Context: an optimization exercise on an open-source flow, tuned for a short achievable clock period and few clock cycles. The choices shown serve that exercise and are no tape-out recipe. Only the layout flow was run in this run; the RTL was not checked for function there. Power and IR drop assume default switching activity.

==> design/flow/design.v <==
module dff (q, d, clk, rst);
    output         q;
    input          d;
    input          clk;
    input          rst;
    reg            state;
    assign q = state;
    always @(posedge clk) begin
      state <= rst? 1'b0 : d;
    end
endmodule
module not1 (in1,out);
input in1;
output out;
assign out = ~in1;
endmodule
module nand2 (in1,in2,out);
input in1,in2;
output out;
assign out = ~(in1 & in2);
endmodule
module mux2_1(InA,InB,S,Out);
   input InA,InB,S;
   output Out;
   wire   a1,a2,n1;
   not1 n5(S,n1);
   nand2 n4(InA,n1,a1);
   nand2 n2(InB,S,a2);
   nand2 n3(a1,a2,Out);
endmodule
module register (q, d, clk, rst, we);
   parameter WIDTHreg = 16;
   input [WIDTHreg-1:0] d;
   input               clk, rst, we;
   output [WIDTHreg-1:0] q;
   wire [WIDTHreg-1:0]   enabledIn;
   mux2_1 mux[WIDTHreg-1:0] (.InA (q), .InB(d), .S({WIDTHreg{we}}), .Out(enabledIn));
   dff file[WIDTHreg-1:0] (.q(q), .d(enabledIn), .clk({WIDTHreg{clk}}), .rst({WIDTHreg{rst}}));
endmodule
module rf (
           read1data, read2data, err,
           clk, rst, read1regsel, read2regsel, writeregsel, writedata, write
           );
   parameter WIDTH = 16;
   input clk, rst;
   input [2:0] read1regsel;
   input [2:0] read2regsel;
   input [2:0] writeregsel;
   input [(WIDTH-1):0] writedata;
   input        write;
   output [(WIDTH-1):0] read1data;
   output [(WIDTH-1):0] read2data;
   output        err;
   wire [(WIDTH-1):0] readData0, readData1, readData2, readData3, readData4, readData5, readData6, readData7;
   wire [(WIDTH-1):0] writeData0, writeData1, writeData2, writeData3, writeData4, writeData5, writeData6, writeData7;
   reg [(WIDTH-1):0] outData1, outData2;
   assign read1data = outData1;
   assign read2data = outData2; 
   register my_regs0 (.d(writeData0), .q(readData0), .clk(clk), .rst(rst), .we(1'b1));
   register my_regs1 (.d(writeData1), .q(readData1), .clk(clk), .rst(rst), .we(1'b1));
   register my_regs2 (.d(writeData2), .q(readData2), .clk(clk), .rst(rst), .we(1'b1));
   register my_regs3 (.d(writeData3), .q(readData3), .clk(clk), .rst(rst), .we(1'b1));
   register my_regs4 (.d(writeData4), .q(readData4), .clk(clk), .rst(rst), .we(1'b1));
   register my_regs5 (.d(writeData5), .q(readData5), .clk(clk), .rst(rst), .we(1'b1));
   register my_regs6 (.d(writeData6), .q(readData6), .clk(clk), .rst(rst), .we(1'b1));
   register my_regs7 (.d(writeData7), .q(readData7), .clk(clk), .rst(rst), .we(1'b1));
   assign writeData0 = (write & (writeregsel == 3'b000)) ? writedata : readData0;
   assign writeData1 = (write & (writeregsel == 3'b001)) ? writedata : readData1;
   assign writeData2 = (write & (writeregsel == 3'b010)) ? writedata : readData2;
   assign writeData3 = (write & (writeregsel == 3'b011)) ? writedata : readData3;
   assign writeData4 = (write & (writeregsel == 3'b100)) ? writedata : readData4;
   assign writeData5 = (write & (writeregsel == 3'b101)) ? writedata : readData5;
   assign writeData6 = (write & (writeregsel == 3'b110)) ? writedata : readData6;
   assign writeData7 = (write & (writeregsel == 3'b111)) ? writedata : readData7; 
   always @ (read1regsel, readData0, readData1, readData2, readData3, readData4, readData5,
             readData6, readData7) begin
     case (read1regsel)
       3'b000: outData1 = readData0;
       3'b001: outData1 = readData1; 
       3'b010: outData1 = readData2;  	   
       3'b011: outData1 = readData3; 
       3'b100: outData1 = readData4;  
       3'b101: outData1 = readData5;
       3'b110: outData1 = readData6;
       3'b111: outData1 = readData7;
     endcase  
   end
   always @ (read2regsel, readData0, readData1, readData2, readData3, readData4, readData5,
             readData6, readData7) begin
     case (read2regsel)
       3'b000: outData2 = readData0;
       3'b001: outData2 = readData1; 
       3'b010: outData2 = readData2;  	   
       3'b011: outData2 = readData3; 
       3'b100: outData2 = readData4;  
       3'b101: outData2 = readData5;
       3'b110: outData2 = readData6;
       3'b111: outData2 = readData7;
     endcase  
   end
endmodule
module add1(
            A,
            B,
            CI,
            Sum,
            P,
            G
            );
   input A, B, CI;
   output Sum, G, P;
   assign Sum = A ^ B ^ CI;
   assign G   = A & B;
   assign P   = A | B;
endmodule  
module cla_logic(
                 CI,
                 P,
                 G,
                 C,
                 Ggroup,
                 Pgroup);
   input CI;
   input [3:0] P, G;
   output [4:1] C;
   output       Ggroup, Pgroup;
   assign C[1] = G[0] | P[0] & CI;
   assign C[2] = G[1] | P[1] & C[1];
   assign C[3] = G[2] | P[2] & C[2];
   assign C[4] = G[3] | P[3] & C[3];
   assign Ggroup = G[3] | P[3]&G[2] | P[3]&P[2]&G[1] | P[3]&P[2]&P[1]&G[0];
   assign Pgroup = P[3]&P[2]&P[1]&P[0];
endmodule  
module add4(
            A,                   
            B,                   
            CI,                  
            Sum,                 
            CO,                  
            Pgroup,              
            Ggroup               
            );
   input [3:0] A, B;
   input       CI;
   output [3:0] Sum;
   output       CO, Ggroup, Pgroup;
   wire [3:0]   G, P;
   wire [4:1]   C;
   add1 a0(A[0], B[0],   CI, Sum[0], P[0], G[0]);
   add1 a1(A[1], B[1], C[1], Sum[1], P[1], G[1]);
   add1 a2(A[2], B[2], C[2], Sum[2], P[2], G[2]);
   add1 a3(A[3], B[3], C[3], Sum[3], P[3], G[3]);   
   cla_logic clo (CI, P, G, C, Ggroup, Pgroup);
   assign CO = C[4];
endmodule  
module add16(
            A,                   
            B,                   
            CI,                  
            Sum,                 
            CO,                  
            Ggroup,              
            Pgroup               
            );
   input [15:0] A, B;
   input       CI;
   output [15:0] Sum;
   output       CO, Ggroup, Pgroup;
   wire [3:0]   G, P;
   wire [4:1]   C;
   wire [3:0]   COX;              
   add4 a0 (A[3:0],   B[3:0],     CI, Sum[3:0],   COX[0], P[0], G[0]);
   add4 a1 (A[7:4],   B[7:4],   C[1], Sum[7:4],   COX[1], P[1], G[1]);
   add4 a2 (A[11:8],  B[11:8],  C[2], Sum[11:8],  COX[2], P[2], G[2]);
   add4 a3 (A[15:12], B[15:12], C[3], Sum[15:12], COX[3], P[3], G[3]);   
   cla_logic clo (CI, P, G, C, Ggroup, Pgroup);
   assign CO = C[4];
endmodule  
module mux16_2_1(
                 in1,            
                 in2,            
                 s,              
                 out             
                 );
   input [15:0] in1, in2;
   input        s;
   output [15:0] out;
   assign out = s ? in2 : in1;
endmodule  
module shift1(
              in,                
              op,                
              out
              );
   input [15:0] in;
   input [1:0]  op;
   output reg [15:0] out;
   parameter OP_ROL = 0;             
   parameter OP_SLL = 1;             
   parameter OP_ROR = 2;             
   parameter OP_ASR = 3;             
   always @(*) begin
      case (op)
        OP_ROL: begin
           out[15:1] = in[14:0];
           out[0]    = in[15];
        end
        OP_SLL: begin
           out[15:1] = in[14:0];
           out[0]    = 0;
        end
        OP_ROR: begin
           out[14:0] = in[15:1];
           out[15]   = in[0];
        end
        OP_ASR: begin
           out[14:0] = in[15:1];
           out[15]   = in[15];
        end        
      endcase  
   end
endmodule  
module shift2(
              in,                
              op,                
              out
              );
   input [15:0] in;
   input [1:0]  op;
   output reg [15:0] out;
   parameter OP_ROL = 0;             
   parameter OP_SLL = 1;             
   parameter OP_ROR = 2;             
   parameter OP_ASR = 3;             
   always @(*) begin
      case (op)
        OP_ROL: begin
           out[15:2] = in[13:0];
           out[1:0]  = in[15:14];
        end
        OP_SLL: begin
           out[15:2] = in[13:0];
           out[1:0]  = 0;
        end
        OP_ROR: begin
           out[13:0]  = in[15:2];
           out[15:14] = in[1:0];
        end
        OP_ASR: begin
           out[13:0] = in[15:2];
           out[15]   = in[15];
           out[14]   = in[15];
        end        
      endcase  
   end
endmodule  
module shift4(
              in,                
              op,                
              out
              );
   input [15:0] in;
   input [1:0]  op;
   output reg [15:0] out;
   parameter OP_ROL = 0;             
   parameter OP_SLL = 1;             
   parameter OP_ROR = 2;             
   parameter OP_ASR = 3;             
   always @(*) begin
      case (op)
        OP_ROL: begin
           out[15:4] = in[11:0];
           out[3:0]  = in[15:12];
        end
        OP_SLL: begin
           out[15:4] = in[11:0];
           out[3:0]  = 0;
        end
        OP_ROR: begin
           out[11:0]  = in[15:4];
           out[15:12] = in[3:0];
        end
        OP_ASR: begin
           out[11:0] = in[15:4];
           out[15]   = in[15];
           out[14]   = in[15];
           out[13]   = in[15];
           out[12]   = in[15];
        end        
      endcase  
   end
endmodule  
module shift8(
              in,                
              op,                
              out
              );
   input [15:0] in;
   input [1:0]  op;
   output reg [15:0] out;
   parameter OP_ROL = 0;             
   parameter OP_SLL = 1;             
   parameter OP_ROR = 2;             
   parameter OP_ASR = 3;             
   always @(*) begin
      case (op)
        OP_ROL: begin
           out[15:8] = in[7:0];
           out[7:0]  = in[15:8];
        end
        OP_SLL: begin
           out[15:8] = in[7:0];
           out[7:0]  = 0;
        end
        OP_ROR: begin
           out[7:0]  = in[15:8];
           out[15:8] = in[7:0];
        end
        OP_ASR: begin
           out[7:0] = in[15:8];
           out[15]   = in[15];
           out[14]   = in[15];
           out[13]   = in[15];
           out[12]   = in[15];
           out[11]   = in[15];
           out[10]   = in[15];
           out[9]    = in[15];
           out[8]    = in[15];                                 
        end        
      endcase  
   end
endmodule  
module shift16(
               In,               
               Cnt,              
               Op,               
               Out               
               );
   input [15:0] In;
   input [3:0]  Cnt;
   input [1:0]  Op;
   output [15:0] Out;
   wire [15:0] l3, sl3,          
               l2, sl2,          
               l1, sl1,          
               l0, sl0;          
   shift8 s8 (l3, Op, sl3);
   shift4 s4 (l2, Op, sl2);
   shift2 s2 (l1, Op, sl1);
   shift1 s1 (l0, Op, sl0);
   assign l3 = In;
   mux16_2_1 m3 (l3, sl3, Cnt[3], l2);
   mux16_2_1 m2 (l2, sl2, Cnt[2], l1);
   mux16_2_1 m1 (l1, sl1, Cnt[1], l0);
   mux16_2_1 m0 (l0, sl0, Cnt[0], Out);   
endmodule  
module btr_calc(Rs, Rd);
input[15:0] Rs;
output[15:0] Rd;
assign Rd[15] = Rs[0];
assign Rd[14] = Rs[1];
assign Rd[13] = Rs[2];
assign Rd[12] = Rs[3];
assign Rd[11] = Rs[4];
assign Rd[10] = Rs[5];
assign Rd[9] = Rs[6];
assign Rd[8] = Rs[7];
assign Rd[7] = Rs[8];
assign Rd[6] = Rs[9];
assign Rd[5] = Rs[10];
assign Rd[4] = Rs[11];
assign Rd[3] = Rs[12];
assign Rd[2] = Rs[13];
assign Rd[1] = Rs[14];
assign Rd[0] = Rs[15];
endmodule
module ALU (
            A,                   
            B,                   
            Op,                  
            sign,                
            Out,                 
            OFL,                 
            Zero                 
            );
   input [15:0] A, B;
   input [4:0]  Op;
   input        sign;
   output reg [15:0] Out;
   output            OFL, Zero;
   parameter ADD   = 0;
   parameter SUB   = 1;
   parameter OR    = 2;
   parameter AND   = 3;
   parameter ROL   = 4;
   parameter SLL   = 5;
   parameter ROR   = 6;
   parameter SRA   = 7;
   parameter ST    = 8;
   parameter LD    = 9;
   parameter STU   = 10;
   parameter BTR   = 11;
   parameter SEQ   = 12;
   parameter SLT   = 13;
   parameter SLE   = 14;
   parameter SCO   = 15;
   parameter BEQZ  = 16;
   parameter BNEZ  = 17;
   parameter BLTZ  = 18;
   parameter LBI   = 19;
   parameter SLBI  = 20;
   parameter JINST = 21;
   parameter JAL   = 22;
   parameter JR    = 23;
   parameter JALR  = 24;
   parameter RET   = 25;
   parameter SIIC  = 26;
   parameter RTI   = 27;
   parameter NOP   = 28;
   parameter HALT  = 29;
   wire signed [15:0] opA;
   wire signed [15:0] opB;
   wire [15:0]        shifter_Out;
   reg [1:0]          shifter_op;
   wire [15:0]        add_Sum;
   wire               add_CO, add_P, add_G;
   wire [15:0]        btr_rd;              
   wire               OFL_signed, OFL_unsigned;
   shift16 shifter (opA, opB[3:0], shifter_op, shifter_Out); 
   add16   adder   (.A(opA),
                    .B(opB),
                    .CI(Cin),
                    .Sum(add_Sum), 
                    .CO(add_CO), 
                    .Ggroup(add_G),
                    .Pgroup(add_P));
   btr_calc btr(.Rs(opA), .Rd(btr_rd));
   wire               sub = (Op == SUB);
   assign opA = sub ? B     : A;
   assign opB = sub ? ~A    : B;
   assign Cin = sub ? 1'b1  : 1'b0;
   assign OFL_signed = ( opA[15] &  opB[15] & ~add_Sum[15]) |   
                       (~opA[15] & ~opB[15] &  add_Sum[15]);    
   assign OFL_unsigned = add_CO;
   assign OFL = sign ? OFL_signed : OFL_unsigned;
   assign Zero = (opA == 16'h0000) ? 1'b1 : 1'b0;		 
   always @ (Op, add_Sum, add_CO, shifter_Out, opA, opB, btr_rd) begin
      shifter_op = 2'b00;
      case (Op)
        ADD   : Out = add_Sum;
        SUB   : Out = add_Sum;
        ROR   : begin
	   shifter_op = 2'b10;
	   Out = shifter_Out;
	end	
        SRA   : begin
	   shifter_op = 2'b11;
	   Out = shifter_Out;
	end
	ROL   : begin
	   shifter_op = 2'b00;
	   Out = shifter_Out;
	end
	SLL   : begin
	   shifter_op = 2'b01;
	   Out = shifter_Out;
	end
	OR    : Out = opA | opB;
        AND   : Out = opA & opB;
	LD    : Out = add_Sum;
	ST    : Out = add_Sum; 
	STU   : Out = add_Sum;
	BTR   : Out = btr_rd;
	SEQ   : Out = (opA == opB) ? 16'h0001 : 16'h0000;
	SLT   : Out = opA < opB;
	SLE   : Out = opA <= opB;
	BLTZ  : Out = (opA[15]) ? 16'hFFFF : 16'h0000;	 
	SCO   : Out = add_CO;
	LBI   : Out = opB;
	SLBI  : Out = {opA[7:0], 8'b0} | opB;
	JR    : Out = add_Sum;
	JALR  : Out = add_Sum;
	RET   : Out = opB;		 
	SIIC  : Out = 16'b0; 	 
        RTI   : Out = 16'b0;		 
	NOP   : Out = 16'b0;		 
	HALT  : Out = 16'b0;		 
        default:
          Out = 16'hbada;
      endcase
   end
endmodule  
module alu_op_decode (instr, alu_op);
input [15:0] instr;
output [4:0] alu_op;
parameter ADD   = 0;
parameter SUB   = 1;
parameter OR    = 2;
parameter AND   = 3;
parameter ROL   = 4;
parameter SLL   = 5;
parameter ROR   = 6;
parameter SRA   = 7;
parameter ST    = 8;
parameter LD    = 9;
parameter STU   = 10;
parameter BTR   = 11;
parameter SEQ   = 12;
parameter SLT   = 13;
parameter SLE   = 14;
parameter SCO   = 15;
parameter BEQZ  = 16;
parameter BNEZ  = 17;
parameter BLTZ  = 18;
parameter LBI   = 19;
parameter SLBI  = 20;
parameter JINST = 21;
parameter JAL   = 22;
parameter JR    = 23;
parameter JALR  = 24;
parameter RET   = 25;
parameter SIIC  = 26;
parameter RTI   = 27;
parameter NOP   = 28;
parameter HALT  = 29;
reg [4:0] op;
wire [6:0] instr_op;
assign instr_op = {instr[15:11], instr[1:0]};
assign alu_op = op;
always @ (*) begin
	casex (instr_op)
	7'b1101100 : op = ADD;
	7'b1101101 : op = SUB;
	7'b1101110 : op = OR;
	7'b1101111 : op = AND;
	7'b1101000 : op = ROL;
	7'b1101001 : op = SLL;
	7'b1101010 : op = ROR;
	7'b1101011 : op = SRA;
	7'b00000xx : op = HALT;
	7'b00001xx : op = NOP;
	7'b01000xx : op = ADD;
	7'b01001xx : op = SUB;
	7'b01010xx : op = OR;
	7'b01011xx : op = AND;
	7'b10100xx : op = ROL;
	7'b10101xx : op = SLL;
	7'b10110xx : op = ROR;
	7'b10111xx : op = SRA;
	7'b10000xx : op = ST;
	7'b10001xx : op = LD;
	7'b10011xx : op = STU;
	7'b11001xx : op = BTR;
	7'b11100xx : op = SEQ;
	7'b11101xx : op = SLT;
	7'b11110xx : op = SLE;
	7'b11111xx : op = SCO;
	7'b01100xx : op = BEQZ;
	7'b01101xx : op = BNEZ;
	7'b01111xx : op = BLTZ;
	7'b11000xx : op = LBI;
	7'b10010xx : op = SLBI;
	7'b00100xx : op = JINST;
	7'b00101xx : op = JR;
	7'b00110xx : op = JAL;
	7'b00111xx : op = JALR;
	7'b01110xx : op = RET;
	7'b00010xx : op = SIIC;
	7'b00011xx : op = RTI;
	default	  : op = 5'b11111;
	endcase
end
endmodule
module alu_operand_decode (instr, rsVal, rtVal, opA, opB);
   input [15:0] instr;
   input [15:0] rsVal;
   input [15:0] rtVal;
   output [15:0] opA;
   output [15:0] opB;
   reg [15:0]    opBVal;
   wire [6:0]    op;
   assign opA = rsVal;
   assign opB = opBVal;
   assign op = {instr[15:11], instr[1:0]};
   always @ (*) begin
      casex (op)
	7'b1101100 :  
	  opBVal = rtVal;
	7'b1101101 :  
	  opBVal = rtVal;
	7'b1101110 :  
	  opBVal = rtVal;
	7'b1101111 :  
	  opBVal = rtVal;
	7'b1101000 :  
	  opBVal = rtVal;
	7'b1101001 :  
	  opBVal = rtVal;
	7'b1101010 :  
	  opBVal = rtVal;
	7'b1101011 :  
	  opBVal = rtVal;
	7'b00000xx :  
	  opBVal = 16'b0;	 
	7'b00001xx :  
	  opBVal = 16'b0;	 
	7'b01000xx :  
	  opBVal = {{11{instr[4]}}, instr[4:0]};  
	7'b01001xx :  
	  opBVal = {{11{instr[4]}}, instr[4:0]};  
	7'b01010xx :  
	  opBVal = {11'b0, instr[4:0]};		 
	7'b01011xx :  
	  opBVal = {11'b0, instr[4:0]};		 
	7'b10100xx :  
	  opBVal = {11'b0, instr[4:0]};		 
	7'b10101xx :  
	  opBVal = {11'b0, instr[4:0]};		 
	7'b10110xx :  
	  opBVal = {11'b0, instr[4:0]};		 
	7'b10111xx :  
	  opBVal = {11'b0, instr[4:0]};		 
	7'b10000xx :  
	  opBVal = {{11{instr[4]}}, instr[4:0]};  
	7'b10001xx :  
	  opBVal = {{11{instr[4]}}, instr[4:0]};  
	7'b10011xx :  
	  opBVal = {{11{instr[4]}}, instr[4:0]};  
	7'b11001xx :  
	  opBVal = 16'b1;	 
	7'b11100xx :  
	  opBVal = rtVal;
	7'b11101xx :  
	  opBVal = rtVal;
	7'b11110xx :  
	  opBVal = rtVal;
	7'b11111xx :  
	  opBVal = rtVal;
	7'b01100xx :  
	  opBVal = {{8{instr[7]}}, instr[7:0]};		 
	7'b01101xx :  
	  opBVal = {{8{instr[7]}}, instr[7:0]};		 
	7'b01111xx :  
	  opBVal = {{8{instr[7]}}, instr[7:0]};		 
	7'b11000xx :  
	  opBVal = {{8{instr[7]}}, instr[7:0]};		 
	7'b10010xx :  
	  opBVal = {8'b0, instr[7:0]};					 
	7'b00100xx :  
	  opBVal = {{5{instr[10]}}, instr[10:0]};	 
	7'b00101xx :  
	  opBVal = {{8{instr[7]}}, instr[7:0]};		 
	7'b00110xx :  
	  opBVal = {{5{instr[10]}}, instr [10:0]};  
	7'b00111xx :  
	  opBVal = {{8{instr[7]}}, instr[7:0]};		 
	7'b01110xx :  
	  opBVal = rtVal;
	7'b00010xx :  
	  opBVal = 16'b0;   
	7'b00011xx :  
	  opBVal = 16'b0;   
	default	  : opBVal = 16'b1;	
      endcase
   end
endmodule
module alu_destination_decode (instr, rd, we_reg);
   input [15:0] instr;
   output reg [2:0] rd;
   output reg       we_reg;
   wire [2:0]       rd_imm, rd_reg, rd_ld_imm;
   assign rd_imm = instr[7:5];
   assign rd_reg = instr[4:2];
   assign rd_ld_imm = instr[10:8];
   wire [6:0]       op;
   assign op = {instr[15:11], instr[1:0]};
   always @ (*) begin
      casex (op)
	7'b1101100 : begin  
	   rd = rd_reg;
	   we_reg = 1'b1;
	end
	7'b1101101 : begin  
	   rd = rd_reg;
	   we_reg = 1'b1;
	end
	7'b1101110 : begin  
	   rd = rd_reg;
	   we_reg = 1'b1;
	end
	7'b1101111 : begin 
	   rd = rd_reg;
	   we_reg = 1'b1;
	end
	7'b1101000 : begin  
	   rd = rd_reg;
	   we_reg = 1'b1;
	end
	7'b1101001 : begin  
	   rd = rd_reg;
	   we_reg = 1'b1;
        end
	7'b1101010 : begin  
	   rd = rd_reg;
	   we_reg = 1'b1;
	end
	7'b1101011 : begin 
	   rd = rd_reg;
	   we_reg = 1'b1;
        end
	7'b11100xx : begin  
	   rd = rd_reg;
	   we_reg = 1'b1;
        end
	7'b11101xx : begin 
	   rd = rd_reg;
	   we_reg = 1'b1;
        end
	7'b11110xx : begin 
	   rd = rd_reg;
           we_reg = 1'b1;
	end
	7'b11111xx : begin  
	   rd = rd_reg;
	   we_reg = 1'b1;
        end
	7'b11001xx : begin  
	   rd = rd_reg;
           we_reg = 1'b1;
	end
	7'b01000xx : begin  
	   rd = rd_imm;
	   we_reg = 1'b1;
        end
	7'b01001xx : begin 
	   rd = rd_imm;
           we_reg = 1'b1;
        end
	7'b01010xx : begin 
	   rd = rd_imm;
	   we_reg = 1'b1;
        end
	7'b01011xx : begin  
	   rd = rd_imm;
           we_reg = 1'b1;
        end
	7'b10100xx : begin  
	   rd = rd_imm;
           we_reg = 1'b1;
        end
	7'b10101xx : begin  
	   rd = rd_imm;
           we_reg = 1'b1;
        end
	7'b10110xx : begin  
	   rd = rd_imm;
           we_reg = 1'b1;
	end
	7'b10111xx : begin  
	   rd = rd_imm;
 	   we_reg = 1'b1;
        end
	7'b10001xx : begin  
	   rd = rd_imm;
	   we_reg = 1'b1;
        end
	7'b11000xx : begin  
	   rd = rd_ld_imm;
	   we_reg = 1'b1;
	end
	7'b10010xx : begin 
	   rd = rd_ld_imm;
	   we_reg = 1'b1;
	end
	7'b00110xx : begin  
	   rd = 3'd7;
	   we_reg = 1'b1;
	end
	7'b00111xx : begin  
	   rd = 3'd7;
	   we_reg = 1'b1;
	end
  	7'b10011xx : begin  
	   rd = rd_ld_imm;
	   we_reg = 1'b1;
	end
	7'b10000xx : begin  
           rd = 3'd0;
           we_reg = 1'b0;
        end
	7'b01100xx : begin  
           rd = 3'd0;
	   we_reg = 1'b0;
        end
	7'b01101xx : begin  
           rd = 3'd0;
	   we_reg = 1'b0;
        end
	7'b01111xx : begin  
           rd = 3'd0;
	   we_reg = 1'b0;
        end
	7'b00100xx : begin  
           rd = 3'd0;
	   we_reg = 1'b0;
        end
	7'b00101xx : begin  
           rd = 3'd0;
	   we_reg = 1'b0;
        end
	7'b01110xx : begin  
           rd = 3'd0;
	   we_reg = 1'b0;
        end
	7'b00010xx : begin  
           rd = 3'd0;
	   we_reg = 1'b0;
        end
	7'b00011xx : begin  
           rd = 3'd0;
	   we_reg = 1'b0;
        end
	7'b00000xx : begin  
           rd = 3'd0;
	   we_reg = 1'b0;
        end
	7'b00001xx : begin  
           rd = 3'd0;
	   we_reg = 1'b0;
        end
	default	  : begin
           rd = 3'd0;
           we_reg = 1'b0;
        end
      endcase
   end
endmodule
module branch_logic (op, zero, top_alu, bt);
   input [4:0] op;
   input       zero;
   input       top_alu;
   output reg  bt;
   parameter BEQZ = 5'b01100;
   parameter BNEZ = 5'b01101;
   parameter BLTZ = 5'b01111;
   parameter JUMP = 5'b00100;
   parameter JR   = 5'b00101;
   parameter JAL  = 5'b00110;
   parameter JALR = 5'b00111;
   parameter RET  = 5'b01110;
   always@(*) begin
      case (op)
	BEQZ : bt = (zero == 1'b1) ? 1'b1 : 1'b0;
	BNEZ : bt = (zero == 1'b1) ? 1'b0 : 1'b1;
	BLTZ : bt = (zero == 1'b0 && top_alu == 1'b1) ? 1'b1 : 1'b0;
        JUMP : bt = 1;
        JR   : bt = 1;
        JAL  : bt = 1;
        JALR : bt = 1;
        RET  : bt = 1;
        default : bt = 0;
      endcase
   end
endmodule
module brj_addr_calc (instr, next_pc, dest_addr);
   input [15:0] instr;
   input [15:0] next_pc;
   output [15:0] dest_addr;
   wire [4:0]    op;
   wire          co, G, P;
   reg [15:0]    sextVal;
   assign op = instr[15:11];
   add16 add (.A(sextVal), .B(next_pc), .CI(1'b0), .Sum(dest_addr), .CO(co), .Ggroup(G), .Pgroup (P));
   always @ (*) begin
      case (op)
	5'b01100 : begin   
	   sextVal = {{8{instr[7]}}, instr[7:0]};		
	end
	5'b01101 : begin   
	   sextVal = {{8{instr[7]}}, instr[7:0]}; 
	end
	5'b01111 : begin	 
	   sextVal = {{8{instr[7]}}, instr[7:0]};
	end
	5'b00100 : begin	 
	   sextVal = {{5{instr[10]}}, instr[10:0]};
	end
	5'b00110 : begin   
	   sextVal = {{5{instr[10]}}, instr[10:0]};
	end
	default :  begin
	   sextVal = 16'b0;
	end			
      endcase
   end
endmodule
module next_pc_addr (instr, pc_inc, alu_out, brj_dest, bt, stall, next_pc, pc);
   input [15:0] instr;
   input [15:0] pc_inc;
   input [15:0] pc;
   input [15:0] alu_out;
   input [15:0] brj_dest;
   input        bt;
   input        stall;
   output [15:0] next_pc;
   wire [4:0]        op;
   reg [15:0] br_pc;
   assign op = instr[15:11];
   assign next_pc = (stall & ~bt) ? pc : br_pc; 
   always @ (*) begin
         case (op)
	   5'b01100 : begin	 
	      br_pc = (bt == 1'b1) ? brj_dest : pc_inc;
	   end
	   5'b01101 : begin   
	      br_pc = (bt == 1'b1) ? brj_dest : pc_inc;
	   end
	   5'b01111 : begin   
	      br_pc = (bt == 1'b1) ? brj_dest : pc_inc;
	   end
	   5'b00100 : begin   
	      br_pc = brj_dest;	
	   end
	   5'b00101 : begin   
	      br_pc = alu_out;
	   end
	   5'b00110 : begin   
	      br_pc = brj_dest;
	   end
	   5'b00111 : begin   
	      br_pc = alu_out;
	   end
	   5'b01110 : begin   
	      br_pc = alu_out;
	   end
	   5'b00011 : begin   
	      br_pc = alu_out;
	   end
	   default : begin
	      br_pc = pc_inc;
	   end
         endcase  
   end
endmodule
module mem_decode_logic (instr, e_mem, wr_mem, halt);
   input [15:0] instr;
   output reg   halt;		 
   output reg   e_mem;
   output reg   wr_mem;
   wire [6:0]   op;
   assign op = {instr[15:11], instr[1:0]};
   always @ (*) begin
      casex (op)
	7'b10001xx : begin  
	   wr_mem = 1'b0;
	   e_mem = 1'b1;
	   halt = 1'b0;
        end
	7'b10011xx : begin 
	   wr_mem = 1'b1;
	   e_mem = 1'b1;
	   halt = 1'b0;
	end
	7'b10000xx : begin  
	   wr_mem = 1'b1;
           e_mem = 1'b1;
	   halt = 1'b0;
	end 
	7'b00000xx : begin  
	   wr_mem = 1'b0;
	   e_mem = 1'b0;
	   halt = 1'b1;
        end      
	default	  : begin
	   e_mem = 1'b0;
	   wr_mem = 1'b0;
	   halt = 1'b0;
        end
      endcase
   end
endmodule
module dest_data_decode (instr, next_pc, alu_out, mem_out, rdata);
   input [15:0] instr;
   input [15:0] next_pc;
   input [15:0] alu_out;
   input [15:0] mem_out;
   output reg [15:0] rdata;
   wire [6:0]        op; 
   assign op = {instr[15:11], instr[1:0]};
   always @ (*) begin
      casex (op)
	7'b1101100 :  
	  rdata = alu_out;
	7'b1101101 :  
	  rdata = alu_out;
	7'b1101110 :  
	  rdata = alu_out;
	7'b1101111 :  
	  rdata = alu_out;
	7'b1101000 :  
	  rdata = alu_out;
	7'b1101001 :  
	  rdata = alu_out;
	7'b1101010 :  
	  rdata = alu_out;
	7'b1101011 :  
	  rdata = alu_out;
	7'b11100xx :  
	  rdata = alu_out;
	7'b11101xx :  
	  rdata = alu_out;
	7'b11110xx :  
	  rdata = alu_out;
	7'b11111xx :  
	  rdata = alu_out;
	7'b11001xx :  
	  rdata = alu_out;
	7'b01000xx :  
	  rdata = alu_out;
	7'b01001xx :  
	  rdata = alu_out;
	7'b01010xx :  
	  rdata = alu_out;
	7'b01011xx :  
	  rdata = alu_out;
	7'b10100xx :  
	  rdata = alu_out;
	7'b10101xx :  
	  rdata = alu_out;
	7'b10110xx :  
	  rdata = alu_out;
	7'b10111xx :  
	  rdata = alu_out;
	7'b10001xx :  
	  rdata = mem_out;
	7'b11000xx :  
	  rdata = alu_out;
	7'b10010xx :  
	  rdata = alu_out;
	7'b00110xx :  
	  rdata = next_pc;
	7'b00111xx :  
	  rdata = next_pc;
	7'b10011xx :  
	  rdata = alu_out;   
	default	  : rdata = 16'b0;
      endcase
   end
endmodule
module proc(
	    clk,
	    rst,
	    imem_rdata,
	    dmem_rdata,
	    imem_addr,
	    dmem_addr,
	    dmem_wdata,
	    dmem_en,
	    dmem_wr,
	    halt
	    );
   input clk;
   input rst;
   input [15:0] imem_rdata;
   input [15:0] dmem_rdata;
   output [15:0] imem_addr;
   output [15:0] dmem_addr;
   output [15:0] dmem_wdata;
   output        dmem_en;
   output        dmem_wr;
   output        halt;
   localparam OP_HALT = 5'b00000, OP_J = 5'b00100, OP_JR = 5'b00101, OP_JAL = 5'b00110,
              OP_JALR = 5'b00111, OP_ADDI = 5'b01000, OP_SUBI = 5'b01001, OP_ORI = 5'b01010,
              OP_ANDI = 5'b01011, OP_BEQZ = 5'b01100, OP_BNEZ = 5'b01101, OP_RET = 5'b01110,
              OP_BLTZ = 5'b01111, OP_ST = 5'b10000, OP_LD = 5'b10001, OP_SLBI = 5'b10010,
              OP_STU = 5'b10011, OP_LBI = 5'b11000, OP_BTR = 5'b11001, OP_SHR = 5'b11010,
              OP_ALR = 5'b11011, OP_SEQ = 5'b11100, OP_SLT = 5'b11101, OP_SLE = 5'b11110,
              OP_SCO = 5'b11111;
   reg [15:0] pc;
   reg [15:0] ras;            
   reg        ras_v;
   reg        d_v;
   reg [2:0]  d_rs, d_rt, d_dst;
   reg [7:0]  d_i8;
   reg [15:0] d_imm, d_pc2, d_tgt;
   reg        d_pt;           
   reg        d_wr, d_rrr, d_agu, d_ret, d_jr, d_ld, d_st, d_stu, d_lbi, d_slbi, d_call, d_halt;
   reg        d_beqz, d_bnez, d_bltz;
   reg        d_sum, d_sub, d_or, d_and, d_shl, d_shr, d_rot, d_btr, d_seq, d_slt, d_sle, d_sco;
   reg        x_wr, x_ld, x_en, x_we, x_halt, x_beqz, x_bnez, x_bltz, x_pt, x_ev;
   reg [2:0]  x_dst;
   reg [15:0] x_A, x_B, x_S, x_addr, x_early, x_ebyp, x_pc2, x_tgt;
   reg        x_sub;
   reg        x_s_sum, x_s_or, x_s_and, x_s_shl, x_s_shr, x_s_btr, x_s_seq, x_s_slt, x_s_sle,
              x_s_sco, x_s_slbi, x_s_early, x_rot;
   reg [15:0] rf [0:7];
   reg [15:0] d_rfa, d_rft;   
   reg        d_rfa_z;        
   reg        x_zk, x_zv, x_nk, x_nv;  
   reg        fa_x, ft_x, fa_w, ft_w, f7_x, f7_w;  
   reg        w_wr;           
   reg [2:0]  w_dst;
   reg [15:0] w_res;
   wire        stall, x_redir, d_redir;
   wire        d_go = d_v & ~stall & ~x_redir;
   wire        d_bres, d_bmis, d_jrr;
   wire [15:0] d_btgt;
   wire [15:0] x_rtgt, agu, x_res;
   wire [15:0] fi = imem_rdata;
   wire [4:0]  fop = fi[15:11];
   wire [15:0] pc2 = pc + 16'd2;
   wire [15:0] f_tt;          
   wire [8:0]  lo8;
   wire [11:0] lo11;
   wire [7:0]  h8m1, h8p1, h8p2;
   wire [4:0]  h5m1, h5p1, h5p2;
   wisc_addlo8  a8  (.a(pc2[7:0]),  .b(fi[7:0]),  .s(lo8));
   wisc_addlo11 a11 (.a(pc2[10:0]), .b(fi[10:0]), .s(lo11));
   wisc_hv8 hv8 (.a(pc[15:8]),  .m1(h8m1), .p1(h8p1), .p2(h8p2));
   wisc_hv5 hv5 (.a(pc[15:11]), .m1(h5m1), .p1(h5p1), .p2(h5p2));
   wisc_tsel tsel (.fi(fi), .lo8(lo8), .lo11(lo11), .c8(&pc[7:1]), .c11(&pc[10:1]),
                   .h8(pc[15:8]), .h8m1(h8m1), .h8p1(h8p1), .h8p2(h8p2),
                   .h5(pc[15:11]), .h5m1(h5m1), .h5p1(h5p1), .h5p2(h5p2), .tgt(f_tt));
   wire        f_isj    = (fop == OP_J) | (fop == OP_JAL);
   wire        f_isbr   = (fop == OP_BEQZ) | (fop == OP_BNEZ) | (fop == OP_BLTZ);
   wire        f_isret  = (fop == OP_RET);
   wire        f_iscall = (fop == OP_JAL) | (fop == OP_JALR);
   wire        f_brt    = f_isbr & (fi[7] | (fop == OP_BNEZ));
   wire        f_take   = f_isj | f_brt;
   wire [15:0] f_seq    = (f_isret & ras_v) ? ras : pc2;
   wire        s_x = x_redir;
   wire        s_d = d_v & ~stall & ~x_redir & d_jrr;
   wire        s_b = d_v & ~stall & ~x_redir & d_bmis;
   wire        s_h = stall & ~x_redir;
   wire        s_n = ~x_redir & ~d_redir & ~stall;
   wire [15:0] pc_rest = ({16{s_x}} & x_rtgt) | ({16{s_b}} & d_btgt) | ({16{s_h}} & pc) |
                         ({16{s_n & ~f_take}} & f_seq);
   wire [15:0] pc_next;
   wisc_ao3 pcmux (.s1(s_n & f_take & ~rst), .a(f_tt), .s2(s_d & ~rst), .b(agu),
                   .s3(~(s_n & f_take) & ~s_d & ~rst), .c(pc_rest),
                   .y(pc_next));
   always @(posedge clk) begin
      pc <= pc_next;
   end
   always @(posedge clk) begin
      if (rst)
        ras_v <= 1'b0;
      else if (f_iscall) begin
         ras_v <= 1'b1;
         ras <= pc2;
      end
   end
   assign imem_addr = pc;
   wire f_alr  = (fop == OP_ALR);
   wire f_rfmt = (fop == OP_BTR) | (fop == OP_SHR) | f_alr | (fop[4:2] == 3'b111);
   wire f_ifmt = (fop[4:2] == 3'b010) | (fop[4:2] == 3'b101) | (fop == OP_LD);
   wire f_sfmt = (fop == OP_LBI) | (fop == OP_SLBI) | (fop == OP_STU);
   wire [2:0] f_dst = f_iscall ? 3'd7 : f_sfmt ? fi[10:8] : f_ifmt ? fi[7:5] : fi[4:2];
   wire f_shi  = (fop[4:2] == 3'b101);
   wire f_shr_r = (fop == OP_SHR);
   wire [1:0] f_shop = f_shr_r ? fi[1:0] : fop[1:0];
   reg  [15:0] f_imm;
   always @(*) begin
      case (fop)
        OP_ADDI, OP_SUBI, OP_ST, OP_LD, OP_STU: f_imm = {{11{fi[4]}}, fi[4:0]};
        OP_LBI, OP_JR, OP_JALR:                 f_imm = {{8{fi[7]}}, fi[7:0]};
        OP_SLBI:                                f_imm = {8'd0, fi[7:0]};
        default:                                f_imm = {11'd0, fi[4:0]};
      endcase
   end
   wire [2:0] n_rs = stall ? d_rs : fi[10:8];
   wire [2:0] n_rt = stall ? d_rt : fi[7:5];
   wire       n_xw = d_go & d_wr;
   wire [15:0] n_rfa, n_rft;
   wisc_mux16 wamux (.s(w_wr & (w_dst == n_rs)), .a(w_res), .b(rf[n_rs]), .y(n_rfa));
   wisc_mux16 wtmux (.s(w_wr & (w_dst == n_rt)), .a(w_res), .b(rf[n_rt]), .y(n_rft));
   always @(posedge clk) begin
      d_rfa <= n_rfa;
      d_rfa_z <= (n_rfa == 16'd0);
      d_rft <= n_rft;
      fa_x <= n_xw & (d_dst == n_rs);
      ft_x <= n_xw & (d_dst == n_rt);
      f7_x <= n_xw & (d_dst == 3'd7);
      f7_w <= x_wr & (x_dst == 3'd7);
      fa_w <= x_wr & (x_dst == n_rs);
      ft_w <= x_wr & (x_dst == n_rt);
   end
   always @(posedge clk) begin
      if (rst | x_redir | d_redir)
        d_v <= 1'b0;
      else if (!stall)
        d_v <= 1'b1;
      if (!stall) begin
         d_rs   <= fi[10:8];
         d_rt   <= fi[7:5];
         d_i8   <= fi[7:0];
         d_dst  <= f_dst;
         d_imm  <= f_imm;
         d_pc2  <= pc2;
         d_tgt  <= f_isret ? ras : f_tt;
         d_pt   <= f_isret ? ras_v : f_brt;
         d_wr   <= f_rfmt | f_ifmt | f_sfmt | f_iscall;
         d_rrr  <= f_shr_r | f_alr | (fop[4:2] == 3'b111);
         d_agu  <= (fop == OP_LD) | (fop == OP_ST) | (fop == OP_STU) | (fop == OP_JR) | (fop == OP_JALR);
         d_ret  <= f_isret;
         d_jr   <= (fop == OP_JR) | (fop == OP_JALR);
         d_ld   <= (fop == OP_LD);
         d_st   <= (fop == OP_ST) | (fop == OP_STU);
         d_stu  <= (fop == OP_STU);
         d_lbi  <= (fop == OP_LBI);
         d_slbi <= (fop == OP_SLBI);
         d_call <= f_iscall;
         d_halt <= (fop == OP_HALT);
         d_beqz <= (fop == OP_BEQZ);
         d_bnez <= (fop == OP_BNEZ);
         d_bltz <= (fop == OP_BLTZ);
         d_sub  <= (fop == OP_SUBI) | (f_alr & (fi[1:0] == 2'b01));
         d_sum  <= (fop == OP_ADDI) | (fop == OP_SUBI) | (f_alr & ~fi[1]);
         d_or   <= (fop == OP_ORI) | (f_alr & (fi[1:0] == 2'b10));
         d_and  <= (fop == OP_ANDI) | (f_alr & (fi[1:0] == 2'b11));
         d_shl  <= (f_shi | f_shr_r) & ~f_shop[1];
         d_shr  <= (f_shi | f_shr_r) & f_shop[1];
         d_rot  <= ~f_shop[0];
         d_btr  <= (fop == OP_BTR);
         d_seq  <= (fop == OP_SEQ);
         d_slt  <= (fop == OP_SLT);
         d_sle  <= (fop == OP_SLE);
         d_sco  <= (fop == OP_SCO);
      end
   end
   wire        a_fx = fa_x;
   wire        t_fx = ft_x;
   wire [15:0] a_rf = fa_w ? w_res : d_rfa;
   wire [15:0] t_rf = ft_w ? w_res : d_rft;
   wire [15:0] a_val, t_val, b_val;
   wisc_mux16 amux (.s(a_fx), .a(x_res), .b(a_rf), .y(a_val));
   wisc_mux16 tmux (.s(t_fx), .a(x_res), .b(t_rf), .y(t_val));
   wire        b_fx = d_rrr & t_fx;
   wire [15:0] b_oth = d_rrr ? t_rf : d_imm;
   wisc_mux16 bmux (.s(b_fx), .a(x_res), .b(b_oth), .y(b_val));
   wire [15:0] base = a_fx ? x_ebyp : a_rf;
   wire        base_ok = ~a_fx | x_ev;
   wire [15:0] sum_b;
   wire [8:0]  ab_lo;
   wire [7:0]  ab_hp, ab_hm;
   wisc_addlo8  ab8 (.a(base[7:0]), .b(d_imm[7:0]), .s(ab_lo));
   wisc_incdec8 abi (.a(base[15:8]), .p(ab_hp), .m(ab_hm));
   wisc_hsel8   abs (.c(ab_lo[8]), .sg(d_imm[15]), .h(base[15:8]), .hp(ab_hp), .hm(ab_hm), .y(sum_b[15:8]));
   assign sum_b[7:0] = ab_lo[7:0];
   wire        r7_fx = f7_x;
   wire [15:0] r7 = r7_fx ? x_ebyp : f7_w ? w_res : rf[7];
   wire        r7_ok = ~r7_fx | x_ev;
   assign agu = d_ret ? r7 : sum_b;
   assign stall = d_v & ((d_agu & ~base_ok) | (d_ret & ~r7_ok));
   wire ret_hit = d_pt & (r7 == d_tgt);
   wire [15:0] t_e  = t_fx ? x_ebyp : t_rf;
   wire        t_ok = ~t_fx | x_ev;
   wire [15:0] ez_b = d_rrr ? t_e : d_imm;
   wire [15:0] ez_a = base ^ {16{d_sub}};
   wire [15:0] ez_p = ez_b ^ ez_a;
   wire [15:0] ez_o = ez_b | ez_a;
   wire        ez_add = (ez_p == {ez_o[14:0], d_sub});
   wire        ez_eq  = (base == t_e);
   wire        ez_ult = (base[14:0] < t_e[14:0]);
   wire        ez_lt  = (base[15] & ~t_e[15]) | (~(base[15] ^ t_e[15]) & ez_ult);
   wire        ez_cmp = (d_seq & ez_eq) | (d_slt & ez_lt) | (d_sle & (ez_lt | ez_eq));
   wire        d_cmp  = d_seq | d_slt | d_sle;
   always @(posedge clk) begin
      if (rst | ~d_go) begin
         x_wr <= 1'b0; x_ld <= 1'b0; x_en <= 1'b0; x_we <= 1'b0; x_halt <= 1'b0;
         x_beqz <= 1'b0; x_bnez <= 1'b0; x_bltz <= 1'b0;
      end else begin
         x_wr <= d_wr; x_ld <= d_ld; x_en <= d_ld | d_st; x_we <= d_st; x_halt <= d_halt;
         x_beqz <= d_beqz & ~d_bres; x_bnez <= d_bnez & ~d_bres; x_bltz <= d_bltz & ~d_bres;
      end
      x_dst <= d_dst;
      x_A <= a_val;
      x_B <= b_val;
      x_S <= t_val;
      x_addr <= sum_b;
      x_early <= d_stu ? sum_b : d_call ? d_pc2 : d_imm;
      x_ebyp <= d_stu ? sum_b : d_call ? d_pc2 : d_lbi ? d_imm : {base[7:0], d_i8};
      x_ev <= d_stu | d_call | d_lbi | (d_slbi & base_ok);
      x_zk <= d_call | d_lbi | ((d_slbi | (d_cmp & t_ok) | (d_sum & (~d_rrr | t_ok))) & base_ok);
      x_zv <= d_call ? (d_pc2 == 16'd0) : d_lbi ? (d_imm == 16'd0) : d_slbi ? ({base[7:0], d_i8} == 16'd0) :
              d_sum ? ez_add : ~ez_cmp;
      x_nk <= d_call | d_lbi | (d_slbi & base_ok) | d_cmp;
      x_nv <= d_call ? d_pc2[15] : d_lbi ? d_imm[15] : d_slbi & base[7];
      x_pc2 <= d_pc2;
      x_tgt <= d_tgt;
      x_pt <= d_pt;
      x_sub <= d_sub;
      x_s_sum <= d_sum; x_s_or <= d_or; x_s_and <= d_and;
      x_s_shl <= d_shl; x_s_shr <= d_shr; x_rot <= d_rot;
      x_s_btr <= d_btr; x_s_seq <= d_seq; x_s_slt <= d_slt; x_s_sle <= d_sle;
      x_s_sco <= d_sco; x_s_slbi <= d_slbi; x_s_early <= d_stu | d_call | d_lbi;
   end
   wire [15:0] ax = x_A ^ {16{x_sub}};
   wire [8:0]  xs_lo, xs_h0, xs_h1;
   wisc_addc8 xal (.a(x_B[7:0]),  .b(ax[7:0]),  .ci(x_sub), .s(xs_lo));
   wisc_addc8 xh0 (.a(x_B[15:8]), .b(ax[15:8]), .ci(1'b0),  .s(xs_h0));
   wisc_addc8 xh1 (.a(x_B[15:8]), .b(ax[15:8]), .ci(1'b1),  .s(xs_h1));
   wire [8:0]  xs_hi;
   wisc_mux9  xhs (.s(xs_lo[8]), .a(xs_h1), .b(xs_h0), .y(xs_hi));
   wire [15:0] sum = {xs_hi[7:0], xs_lo[7:0]};
   wire        c16 = xs_hi[8];
   wire        ult = (x_A[14:0] < x_B[14:0]);
   wire        eq  = (x_A == x_B);
   wire        slt = (x_A[15] & ~x_B[15]) | (~(x_A[15] ^ x_B[15]) & ult);
   wire [3:0]  n = x_B[3:0];
   wire [15:0] l0 = n[0] ? {x_A[14:0], x_rot ? x_A[15]    : 1'b0}  : x_A;
   wire [15:0] l1 = n[1] ? {l0[13:0],  x_rot ? l0[15:14]  : 2'b0}  : l0;
   wire [15:0] l2 = n[2] ? {l1[11:0],  x_rot ? l1[15:12]  : 4'b0}  : l1;
   wire [15:0] l3 = n[3] ? {l2[7:0],   x_rot ? l2[15:8]   : 8'b0}  : l2;
   wire        sg = x_A[15];
   wire [15:0] r0 = n[0] ? {x_rot ? x_A[0]   : sg,       x_A[15:1]} : x_A;
   wire [15:0] r1 = n[1] ? {x_rot ? r0[1:0]  : {2{sg}},  r0[15:2]}  : r0;
   wire [15:0] r2 = n[2] ? {x_rot ? r1[3:0]  : {4{sg}},  r1[15:4]}  : r1;
   wire [15:0] r3 = n[3] ? {x_rot ? r2[7:0]  : {8{sg}},  r2[15:8]}  : r2;
   wire [15:0] btr;
   genvar gi;
   generate for (gi = 0; gi < 16; gi = gi + 1) begin : g_btr
      assign btr[gi] = x_A[15-gi];
   end endgenerate
   wire [15:0] x_oth = ({16{x_s_or}} & (x_A | x_B)) | ({16{x_s_and}} & (x_A & x_B)) |
                  ({16{x_s_shl}} & l3) | ({16{x_s_shr}} & r3) | ({16{x_s_btr}} & btr) |
                  ({16{x_s_slbi}} & {x_A[7:0], x_B[7:0]}) |
                  ({16{x_s_early}} & x_early) | ({16{x_ld}} & dmem_rdata) |
                  {15'd0, (x_s_seq & eq) | (x_s_slt & slt) | (x_s_sle & (slt | eq))};
   wisc_fin xfin (.s(x_s_sum), .a(sum), .sc(x_s_sco), .c(c16), .o(x_oth), .y(x_res));
   wire a_zero = (x_A == 16'd0);
   wire taken  = (x_beqz & a_zero) | (x_bnez & ~a_zero) | (x_bltz & x_A[15]);
   assign x_redir = (x_beqz | x_bnez | x_bltz) & (taken ^ x_pt);
   assign x_rtgt = taken ? x_tgt : x_pc2;
   always @(posedge clk) begin
      if (w_wr)
        rf[w_dst] <= w_res;
   end
   always @(posedge clk) begin
      if (rst)
        w_wr <= 1'b0;
      else
        w_wr <= x_wr;
      w_dst <= x_dst;
      w_res <= x_res;
   end
   wire        d_zero = a_fx ? x_zv : fa_w ? (w_res == 16'd0) : d_rfa_z;
   wire        d_neg  = a_fx ? x_nv : fa_w ? w_res[15] : d_rfa[15];
   wire        d_rok  = ~a_fx | (d_bltz ? x_nk : x_zk);
   wire        d_isbr = d_beqz | d_bnez | d_bltz;
   wire        d_tk   = (d_beqz & d_zero) | (d_bnez & ~d_zero) | (d_bltz & d_neg);
   assign d_bres = d_isbr & d_rok;
   assign d_bmis = d_bres & (d_tk ^ d_pt);
   assign d_btgt = d_tk ? d_tgt : d_pc2;
   assign d_jrr  = d_jr | (d_ret & ~ret_hit);
   assign d_redir = d_v & ~stall & ~x_redir & (d_jrr | d_bmis);
   assign dmem_addr = x_addr;
   assign dmem_wdata = x_S;
   assign dmem_en = x_en;
   assign dmem_wr = x_we;
   assign halt = x_halt;
endmodule
module wisc_mux16 (s, a, b, y);
   input        s;
   input [15:0] a, b;
   output [15:0] y;
   assign y = s ? a : b;
endmodule
module wisc_addlo8 (a, b, s);
   input [7:0] a, b;
   output [8:0] s;
   assign s = {1'b0, a} + {1'b0, b};
endmodule
module wisc_addlo11 (a, b, s);
   input [10:0] a, b;
   output [11:0] s;
   assign s = {1'b0, a} + {1'b0, b};
endmodule
module wisc_incdec8 (a, p, m);
   input [7:0] a;
   output [7:0] p, m;
   assign p = a + 1'b1;
   assign m = a - 1'b1;
endmodule
module wisc_hv8 (a, m1, p1, p2);
   input [7:0] a;
   output [7:0] m1, p1, p2;
   assign m1 = a - 8'd1;
   assign p1 = a + 8'd1;
   assign p2 = a + 8'd2;
endmodule
module wisc_hv5 (a, m1, p1, p2);
   input [4:0] a;
   output [4:0] m1, p1, p2;
   assign m1 = a - 5'd1;
   assign p1 = a + 5'd1;
   assign p2 = a + 5'd2;
endmodule
module wisc_tsel (fi, lo8, lo11, c8, c11, h8, h8m1, h8p1, h8p2, h5, h5m1, h5p1, h5p2, tgt);
   input [15:0] fi;
   input [8:0]  lo8;
   input [11:0] lo11;
   input        c8, c11;
   input [7:0]  h8, h8m1, h8p1, h8p2;
   input [4:0]  h5, h5m1, h5p1, h5p2;
   output [15:0] tgt;
   wire        isj = (fi[15:13] == 3'b001) & ~fi[11];
   reg [7:0]   t8h;
   reg [4:0]   t11h;
   always @(*) begin
      case ({c8, lo8[8], fi[7]})
        3'b001:                 t8h = h8m1;
        3'b000, 3'b011, 3'b101: t8h = h8;
        3'b010, 3'b100, 3'b111: t8h = h8p1;
        default:                t8h = h8p2;
      endcase
      case ({c11, lo11[11], fi[10]})
        3'b001:                 t11h = h5m1;
        3'b000, 3'b011, 3'b101: t11h = h5;
        3'b010, 3'b100, 3'b111: t11h = h5p1;
        default:                t11h = h5p2;
      endcase
   end
   assign tgt = isj ? {t11h, lo11[10:0]} : {t8h, lo8[7:0]};
endmodule
module wisc_ao3 (s1, a, s2, b, s3, c, y);
   input        s1, s2, s3;
   input [15:0] a, b, c;
   output [15:0] y;
   assign y = ({16{s1}} & a) | ({16{s2}} & b) | ({16{s3}} & c);
endmodule
module wisc_hsel8 (c, sg, h, hp, hm, y);
   input       c, sg;
   input [7:0] h, hp, hm;
   output [7:0] y;
   assign y = (c & ~sg) ? hp : (~c & sg) ? hm : h;
endmodule
module wisc_addc8 (a, b, ci, s);
   input [7:0] a, b;
   input       ci;
   output [8:0] s;
   assign s = {1'b0, a} + {1'b0, b} + {8'd0, ci};
endmodule
module wisc_mux9 (s, a, b, y);
   input       s;
   input [8:0] a, b;
   output [8:0] y;
   assign y = s ? a : b;
endmodule
module wisc_fin (s, a, sc, c, o, y);
   input        s, sc, c;
   input [15:0] a, o;
   output [15:0] y;
   assign y = ({16{s}} & a) | {15'd0, sc & c} | o;
endmodule
==> design/flow/run.sh <==
#!/bin/bash
# synth_recipe.tcl (not shown) runs the flow's synth.tcl, then flattens the netlist and writes it again
# the make line also repeats each setting of config.mk as NAME=value (left out here)
make -C /OpenROAD-flow-scripts/flow DESIGN_CONFIG=/design/flow/config.mk WORK_HOME=/design/flow/orfs CLKGATE_MAP_FILE= SYNTH_SCRIPT=/design/flow/synth_recipe.tcl finish
==> design/flow/config.mk <==
export PLATFORM = sky130hd
export DESIGN_NAME = proc
export DESIGN_NICKNAME = proc
export VERILOG_FILES = /design/flow/design.v
export SDC_FILE = /design/flow/constraint.sdc
export NUM_CORES = 4
export LEC_CHECK = 0
export ABC_CLOCK_PERIOD_IN_PS = 2500
export CAP_MARGIN = 20
export CORE_MARGIN = 2
export CORE_UTILIZATION = 40
export SETUP_SLACK_MARGIN = 5.0
export SLEW_MARGIN = 20
export SYNTH_HIERARCHICAL = 1
export TNS_END_PERCENT = 100
==> design/flow/constraint.sdc <==
create_clock -name core_clock -period 8.0 [get_ports {clk}]
set_input_delay 1.6000 -clock core_clock [delete_from_list [all_inputs] [get_ports {clk}]]
set_output_delay 1.6000 -clock core_clock [all_outputs]
set_load 0.01 [all_outputs]
==> notes.md <==
-- timing repair --
action	CTS	global route
gates cloned	12	10
gates resized for setup	492	146
endpoints found under the hold margin	0	0
pin swaps	60	58
endpoints found under the setup margin	286	166
setup buffers	96	66
-- flip-flops by register name (all words and copies together) (netlist names), 8 cells and up --
name	flops
x_A	16
x_ebyp	16
x_early	11
d_tgt	16
x_B	16
ras	16
d_rft	16
d_i8	8
x_S	16
x_addr	16
pc	16
w_res	16
x_pc2	16
x_tgt	16
d_rfa	16
rf	128
d_pc2	16
-- per-module statistics from Yosys (local to each module, per instance) --
| module | cells inside | cell area (um2) |
|---|---|---|
| wisc_hv5 | 26 | 215 |
| wisc_mux9 | 10 | 146 |
| wisc_addc8 | 38 | 313 |
| wisc_ao3 | 35 | 248 |
| wisc_hsel8 | 27 | 277 |
| wisc_fin | 18 | 151 |
| wisc_hv8 | 48 | 382 |
| wisc_addlo11 | 68 | 529 |
| wisc_tsel | 117 | 868 |
| proc | 2317 | 23100 |
| wisc_mux16 | 18 | 249 |
| wisc_addlo8 | 39 | 315 |
| wisc_incdec8 | 34 | 262 |
-- final cells by class --
type,instances,area (um2),share of cell area (%)
multi-input cells,2223,18000,49.7
clock buffers,70,1540,4.23
repair inverters,3,17.5,0.0483
well taps,950,1190,3.27
repair buffers,317,3350,9.22
inverters,108,465,1.28
clock inverters,25,265,0.731
flip-flops and latches,456,11400,31.5
-- worst max-delay path by stage --
stage	start	endpoint	slack [ns]	depth (start not counted)
floorplan	imem_rdata[0]	d_tgt[10]$_DFFE_PN_	4.37	10
global placement	imem_rdata[9]	d_rfa_z$_DFF_P_	2.89	11
detailed placement	imem_rdata[9]	d_rfa_z$_DFF_P_	2.76	11
CTS	imem_rdata[0]	pc[13]$_DFF_P_	4.59	12
global route	imem_rdata[3]	pc[13]$_DFF_P_	4.50	11
finish	imem_rdata[3]	pc[14]$_DFF_P_	4.56	11
-- stage by stage --
| step | worst slack [ns] | area [um2] | hold slack [ns] | util (%) |
|---|---|---|---|---|
| after floorplan | 4.37 | 29400 | 0.323 | - |
| after global placement | 2.89 | 30700 | 0.337 | 42.8 |
| after detailed placement | 2.76 | 30700 | 0.335 | 42.9 |
| after CTS | 4.59 | 34900 | 0.349 | 48.7 |
| after global routing | 4.50 | 36300 | 0.360 | 50.6 |
| final | 4.56 | 36300 | 0.345 | 50.6 |
-- metal layers --
metal,share of wire [%],wire length [um]
met5,0.012,13
met4,4.5,4820
met3,9.1,9830
met2,45,48700
met1,41,44300
-- cells by family after synthesis --
logic type      Yosys count  share of synthesized area, %
flops                   456                          39.0
other cells               2                        0.0259
compound gates          549                          12.7
simple gates            971                          15.5
mux                     392                          16.3
xor+xnor                157                          4.74
buf+inv                 306                          5.08
fa+ha+maj               149                          6.65
-- layout by cell type, fill, tap and decap left out, types with 18 or more instances in the layout --
cell type      netlist  final
nand3_1            216    214
mux2_2             168    144
xor2_1              74     64
dfxtp_2              0     24
a21o_1              28     22
edfxtp_1           219    219
dfxtp_4              0     21
buf_6               17     25
xnor2_1             83     73
nor2_1             117    104
inv_1              102     93
dfxtp_1            237    192
o21ai_1              9     27
buf_12               7     31
nand2_1            455    446
mux2i_4              1     26
clkbuf_16            0     65
mux4_2              21     21
mux2i_1            133    107
dlygate4sd2_1        0     47
nor2b_1             25     20
o211ai_1            20     20
nor3_1              29     23
o21ai_0            160    124
ha_4                 0     18
nand4_1             22     22
buf_4               12    161
ha_1               140    115
a221o_1             23     22
a21oi_1             91     84
o22ai_1             30     20
mux2_4              60     87
-- power by group through the flow --
| stage | Combinational (mW) | Sequential, mW | Clock [mW] |
|---|---|---|---|
| floorplan | 1.43 | 2.92 | 0 |
| global placement | 2.02 | 3.04 | 0 |
| detailed placement | 2.06 | 3.05 | 0 |
| CTS | 2.36 | 3.00 | 2.52 |
| global route | 2.72 | 3.04 | 2.63 |
| finish | 2.57 | 3.02 | 2.50 |
==> impl_metrics.csv <==
group,metric,value,unit
worst_setup_path,criticalPathCategory,"primary input to flop",
worst_setup_path,worstPathRequired,8.47,ns
power,p_comb_share,31.7,%
clock_tree,clock_path_buffers,3,
grt,grt-ovfl-total,0,
finish,antennaDiodeCount,0,
sta,worstMarginPinSlew,1.03,ns
worst_setup_path,endpoint_kind,"flop",
worst_setup_path,crit_chain,"buf_2 -> ha_4 -> o211ai_1 -> o21ai_2 -> a211oi_2 -> o21bai_4 -> xor2_4 -> o22ai_1 -> o22ai_2 -> a222oi_1 -> inv_1",
sta,setup_viol,0,
grt,grtUsageMet3,4.24,%
route,initialDrtViolationCount,3223,
logic_synthesis,ys_warn_count,8,
logic_synthesis,ys_top_cells_by_area,"edfxtp_1 (23%), dfxtp_1 (16%), mux2_2 (6.5%), ha_1 (6.0%), nand2_1 (5.9%)",
grt,antenna_found_initial,3,
sta,timing_hold_violations_final,0,
route,drt_wl_total,108,mm
grt,grtUsageMet1,37.0,%
floorplan,coreArea,71700,um2
logic_synthesis,synth_seq_cells,456,
route,wl_per_cell,25.9,um
sta,period_needed,3.44,ns
logic_synthesis,synthArstFlopShare,0,%
logic_synthesis,ys_top_cells_by_count,"nand2_1 (455), dfxtp_1 (237), edfxtp_1 (219), nand3_1 (216), mux2_2 (168)",
logic_synthesis,yosysSeqAreaShare,39.0,%
worst_setup_path,critPathTopFamily,"compound AO/OA/AOI/OAI gates",
worst_setup_path,reg2reg_slack,4.64,ns
grt,grt_pass1_wl,155,mm
min_path,hold_start,"d_and$_DFFE_PN_",
finish,n_fill_cell,6381,
worst_setup_path,reg2reg_depth,13,
power,total_power,8.09,mW
finish,areaGrowthSynthToFinish,25.0,%
clock_tree,clock_latency,0.61,ns
clock_tree,htreeDepth,2,
placement,place_hpwl,69.9,mm
power,p_int,5.41,mW
clock_tree,cts_tree,"done",
logic_synthesis,synthFlopType,"dfxtp_1",
power,leakagePower,14.7,nW
worst_setup_path,critPathSlowestCell,"a222oi_1",
finish,nNetsFinal,3343,
route,avgViaCountPerCell,6.08,
grt,grt_max_degree,69,
power,power.density,223,nW/um2
placement,gp_congestion,0.957,
sta,finalMaxSlewViolations,0,
floorplan,die_height,273,um
placement,port_buffers,84,
worst_setup_path,critPathBufInv,2,
sta,rsz0062_at_grt,"yes",
min_path,whs_path_depth,0,
logic_synthesis,synth_nets,3165,
grt,grt_use_met2,43.5,%
logic_synthesis,synth_top_cell_by_area,"edfxtp_1",
grt,top_usage_layer,"met2",
power,pwr-share-clk,30.9,%
logic_synthesis,synthCells,2982,
floorplan,ios,85,
logic_synthesis,yosysMostFrequentCell,"nand2_1",
route,vias,25300,
logic_synthesis,synth_area,29000,um2
route,drc,0,
worst_setup_path,arrival,3.92,ns
route,postRouteAntennaNets,0,
logic_synthesis,synth_cell_types,96,
run_status,outcome,"finished clean",
finish,stdcell_count,4152,
power,seq_power_share,37.4,%
sta,finClkSkew,0.0212,ns
power,p_sw_share,33.2,%
sta,period_share,43.1,%
logic_synthesis,synth_edf_count,219,
logic_synthesis,syn_avg_cell_area,9.74,um2
floorplan,rows,98,
sta,slew_headroom,31.7,%
min_path,hp-class,"flop to flop",
floorplan,die-area,74800,um2
grt,grt_pass1_vias,24100,
logic_synthesis,synth_top_area_share,22.7,%
route,firstDrtPassIters,7,
clock_tree,cts.reportedPaths.clkPinSlew,0.06,ns
finish,drive_above_1_share,28.1,%
clock_tree,cts_buffers,51,
worst_setup_path,cp_slowest_stage_delay,0.35,ns
clock_tree,root_buffer,"clkbuf_16",
clock_tree,cts-hold-fix-buffers,0,
sta,fmaxAchievable,290,MHz
floorplan,initial_core_util,40.5,%
worst_setup_path,startpoint_type,"primary input",
sta,setup_tns,0,ns
flow_run,max_cap_viol_count,0,
clock_tree,cts.sinks,456,
grt,grt_use_total,27.3,%
power,switchingPower,2.69,mW
worst_setup_path,path_max_fanout,5,
worst_setup_path,r2r-end,"pc[13]$_DFF_P_",
min_path,hold_end,"x_s_and$_DFF_P_",
placement,place_inst,3872,
floorplan,fp.dieW,273,um
worst_setup_path,worstReg2RegStart,"pc[2]$_DFF_P_",
power,ir_drop,0.152,mV

==> what the ideal ports hide <==
Ports are ideal in the flow. The routed layout listed here was re-timed in OpenROAD.
Step 1 (the two cells are an assumption about what drives the block):
set clk [get_ports {clk}]
set_driving_cell -lib_cell sky130_fd_sc_hd__clkbuf_16 $clk
set_driving_cell -lib_cell sky130_fd_sc_hd__buf_2 [delete_from_list [all_inputs] $clk]
Step 2 also shifts input and output timing later by t, the mid clock arrival at the registers, as if the neighbouring blocks saw the same clock.
a / b / c = ideal ports / drivers / drivers and shift; a / b = the first two.
t (ns): 0.657
setup WS [ns]: 4.555 / 4.589 / 3.932
latest minus earliest clock arrival (ns): 0.025 / 0.024
pins driven straight from the clock port: 1
After both steps this run still meets setup and hold. For this run, drivers alone change the setup slack by +0.034 ns; drivers and shift together by -0.623 ns.
